Background: an optimization exercise with open tools, aiming at small area. Do not read the settings as production practice.
The RTL was checked by simulation tests, not by an equivalence proof against the original design.
Power and IR drop assume default switching activity.

## fir_7_7
module fir_7_7(
    input clk,
    input rst,
    input [7:0] weight_data,
    input [2:0] weight_idx,
    input weight_valid,
    output weight_ready,
    input [7:0] input_data,
    input input_valid,
    output input_ready,
    output [15:0] output_data,
    input output_ready,
    output output_valid
    );
    reg rdy;
    reg ov_d, ov_r;
    reg [7:0] x0, x1, x2, x3, x4, x5, x6;
    reg [7:0] w0, w1, w2, w3, w4, w5, w6;
    reg [15:0] result;
    assign input_ready = rdy;
    assign weight_ready = rdy;
    assign output_valid = ov_r;
    assign output_data = result;
    wire acc = input_valid & rdy;
    wire wen = weight_valid & rdy;
    wire [15:0] sum;
    wire x_ld = acc & ~rst;
    wire x_hd = ~acc & ~rst;
    wire [6:0] w_sel;
    assign w_sel[0] = wen & (weight_idx == 3'd0);
    assign w_sel[1] = wen & (weight_idx == 3'd1);
    assign w_sel[2] = wen & (weight_idx == 3'd2);
    assign w_sel[3] = wen & (weight_idx == 3'd3);
    assign w_sel[4] = wen & (weight_idx == 3'd4);
    assign w_sel[5] = wen & (weight_idx == 3'd5);
    assign w_sel[6] = wen & (weight_idx == 3'd6);
    wire [6:0] w_ld = w_sel & {7{~rst}};
    wire [6:0] w_hd = ~w_sel & {7{~rst}};
    wire r_en = ov_r & output_ready;
    wire r_ld = r_en & ~rst;
    wire r_hd = ~r_en & ~rst;
    always @(posedge clk) begin
        ov_d <= acc;
        ov_r <= ov_d;
        rdy <= ~rst;
        x0 <= ({8{x_ld}} & input_data) | ({8{x_hd}} & x0);
        x1 <= ({8{x_ld}} & x0) | ({8{x_hd}} & x1);
        x2 <= ({8{x_ld}} & x1) | ({8{x_hd}} & x2);
        x3 <= ({8{x_ld}} & x2) | ({8{x_hd}} & x3);
        x4 <= ({8{x_ld}} & x3) | ({8{x_hd}} & x4);
        x5 <= ({8{x_ld}} & x4) | ({8{x_hd}} & x5);
        x6 <= ({8{x_ld}} & x5) | ({8{x_hd}} & x6);
        w0 <= ({8{w_ld[0]}} & weight_data) | ({8{w_hd[0]}} & w0);
        w1 <= ({8{w_ld[1]}} & weight_data) | ({8{w_hd[1]}} & w1);
        w2 <= ({8{w_ld[2]}} & weight_data) | ({8{w_hd[2]}} & w2);
  ...
clock: 8.0 ns
lec_check: 0
cap_margin: 20
core_margin: 2
core_utilization: 40
cts_buf_list: sky130_fd_sc_hd__clkbuf_8
gpl_timing_driven: 1
slew_margin: 20
synth_hierarchical: 1
synth_minimum_keep_size: 0
standard.sh (not shown) runs the stock make flow with config.mk's settings and CLKGATE_MAP_FILE= SYNTH_SCRIPT=/design/flow/synth_recipe.tcl, a recipe that flattens the netlist after the stock synthesis.
==> flow/flow/run.sh <==
#!/bin/bash
# Layout flow: the standard ORFS flow (standard.sh: the standard
# synthesis and every ORFS step), with two settings changed:
#  - the port buffers buffer_ports inserts are the smallest buffer, buf_1;
#  - clock tree synthesis is run without dummy load cells.
# The output of the whole run is kept in standard_flow.log; ORFS keeps each
# step's own log under orfs/logs/.
set -euo pipefail
cd "$(dirname "$0")/.."
export BUFFER_PORTS_ARGS="-buffer_cell sky130_fd_sc_hd__buf_1"
export CTS_ARGS="-sink_clustering_enable -repair_clock_nets -buf_list sky130_fd_sc_hd__clkbuf_16 -dont_use_dummy_load"
bash standard.sh finish > standard_flow.log 2>&1
The baseline completed with no timing, DRC or antenna violations.
Change:
--- a/flow/flow/run.sh
+++ b/flow/flow/run.sh
@@ -11 +11 @@
-export CTS_ARGS="-sink_clustering_enable -repair_clock_nets -buf_list sky130_fd_sc_hd__clkbuf_16 -dont_use_dummy_load"
+export CTS_ARGS="-sink_clustering_enable -repair_clock_nets -buf_list {sky130_fd_sc_hd__clkbuf_4 sky130_fd_sc_hd__clkbuf_8} -dont_use_dummy_load -sink_clustering_size 12"
=>
- The new run completed without violations
- routed wire length barely changes
- via count rises by about 0.5%
- global-route usage is about the same
- setup slack stays flat
- area after synthesis is unchanged
- die area does not change
Change:
==> flow/run.sh (new file) <==
#!/bin/bash
# synth_recipe.tcl (not shown) runs the flow's synth.tcl, then flattens the netlist and writes it again
# the make line also repeats each setting of config.mk as NAME=value (left out here)
make -C /OpenROAD-flow-scripts/flow DESIGN_CONFIG=/design/flow/config.mk WORK_HOME=/design/flow/orfs CLKGATE_MAP_FILE= SYNTH_SCRIPT=/design/flow/synth_recipe.tcl finish
removed: flow/flow/run.sh
removed: flow/standard.sh
Effect:
- The new run finished with timing, DRC and antenna clean
- sequential share of layout area decreases by 0.39 points
- routed wire length came out higher by 0.72%
- synthesized cell count does not change
- worst hold slack is better by 0.017 ns
- power is higher by 10%
- final area came out higher by 2.4%
- final cell count grows by 0.68%
Change:
==> flow/flow/run.sh (new file) <==
#!/bin/bash
# Layout flow: the standard ORFS flow (standard.sh: the standard
# synthesis and every ORFS step), with two settings changed:
#  - the port buffers buffer_ports inserts are the smallest buffer, buf_1;
#  - clock tree synthesis is run without dummy load cells.
# The output of the whole run is kept in standard_flow.log; ORFS keeps each
# step's own log under orfs/logs/.
set -euo pipefail
cd "$(dirname "$0")/.."
export BUFFER_PORTS_ARGS="-buffer_cell sky130_fd_sc_hd__buf_1"
export CTS_ARGS="-sink_clustering_enable -repair_clock_nets -buf_list sky130_fd_sc_hd__clkbuf_8 -dont_use_dummy_load -sink_clustering_size 30 -sink_clustering_max_diameter 100"
bash standard.sh finish > standard_flow.log 2>&1
==> flow/standard.sh (new file) <==
#!/bin/bash
# synth_recipe.tcl (not shown) runs the flow's synth.tcl, then flattens the netlist and writes it again
# the make line also repeats each setting of config.mk as NAME=value (left out here)
make -C /OpenROAD-flow-scripts/flow DESIGN_CONFIG=/design/flow/config.mk WORK_HOME=/design/flow/orfs CLKGATE_MAP_FILE= SYNTH_SCRIPT=/design/flow/synth_recipe.tcl "${@:-finish}"
removed: flow/run.sh
Result: The new run finished clean; sequential share of layout area rises by 0.39 points; setup slack gets worse by 0.010 ns; utilization falls by 1.0 points; first-iteration DRC count falls by roughly a tenth; count of clock-buffer cells in the layout falls by 1; total power falls by roughly a tenth; global-route usage falls by 0.16 points; critical path depth stays the same; final cell count falls slightly.

* * *

fir_7_7, a different RTL version from the one above (not shown whole).
For scale: ~1,500 cells after synthesis, about 130 flip-flops, roughly 43 I/O pins.
Settings: LEC_CHECK=0, CAP_MARGIN=20, CORE_MARGIN=2, CORE_UTILIZATION=40, CTS_BUF_LIST=sky130_fd_sc_hd__clkbuf_4 sky130_fd_sc_hd__clkbuf_8, GPL_TIMING_DRIVEN=1, SLEW_MARGIN=20, SYNTH_HIERARCHICAL=1, SYNTH_MINIMUM_KEEP_SIZE=0; clock period 8.0 ns.
run.sh (not shown) runs the stock make flow with config.mk's settings and CLKGATE_MAP_FILE= SYNTH_SCRIPT=/design/flow/synth_recipe.tcl, a recipe that flattens the netlist after the stock synthesis.
Stock flow here: none of the scripts above is used.
The starting point finished with timing, DRC and antenna clean.
Edit:
Settings changed: CTS_BUF_LIST sky130_fd_sc_hd__clkbuf_4 sky130_fd_sc_hd__clkbuf_8 to sky130_fd_sc_hd__clkbuf_8, GPL_TIMING_DRIVEN 1 to 0.
The new run completed without violations.
Cell area rose by 2.5%.
Sequential share of layout area is lower by 0.40 points.
Setup slack is worse by 0.43 ns.
Core utilization rose by 1.1 points.
Wire length is higher by 1.1%.
Critical path depth came out higher by 1.
Sequential power came out lower by 3.1%.
Clock-buffer cell count is unchanged.

==> separate check: timing with driven ports <==
The results above use ideal ports. As a check the final layouts listed here were re-extracted and re-timed, cells and wires unchanged. Step 1: set_driving_cell puts a clkbuf_16 on clk and a buf_2 on each other input, an assumption about the parent block. Step 2 times the ports against the registers' clock, not the clock port: input delays grow and output delays shrink by t, the midpoint of the rising clock arrivals with the driver on. Three values: ideal, step 1, step 2; two values: the first two.
| run | shift t [ns] | setup WS [ns] | worst register clock-pin slew, ns |
|---|---|---|---|
| the first run of note 1 | 0.485 | 1.033 / 1.033 / 1.033 | 0.07 / 0.07 |
| the second run of note 1 | 0.512 | 1.033 / 1.033 / 1.033 | 0.10 / 0.10 |
| the third run of note 1 | 0.514 | 1.043 / 1.043 / 1.043 | 0.09 / 0.09 |
| the fourth run of note 1 | 0.512 | 1.033 / 1.033 / 1.033 | 0.10 / 0.10 |
| the first run of note 2 | 0.528 | 0.913 / 0.913 / 0.913 | 0.10 / 0.10 |
| the second run of note 2 | 0.567 | 0.480 / 0.480 / 0.480 | 0.10 / 0.10 |
After both steps setup and hold are still met in every run listed.
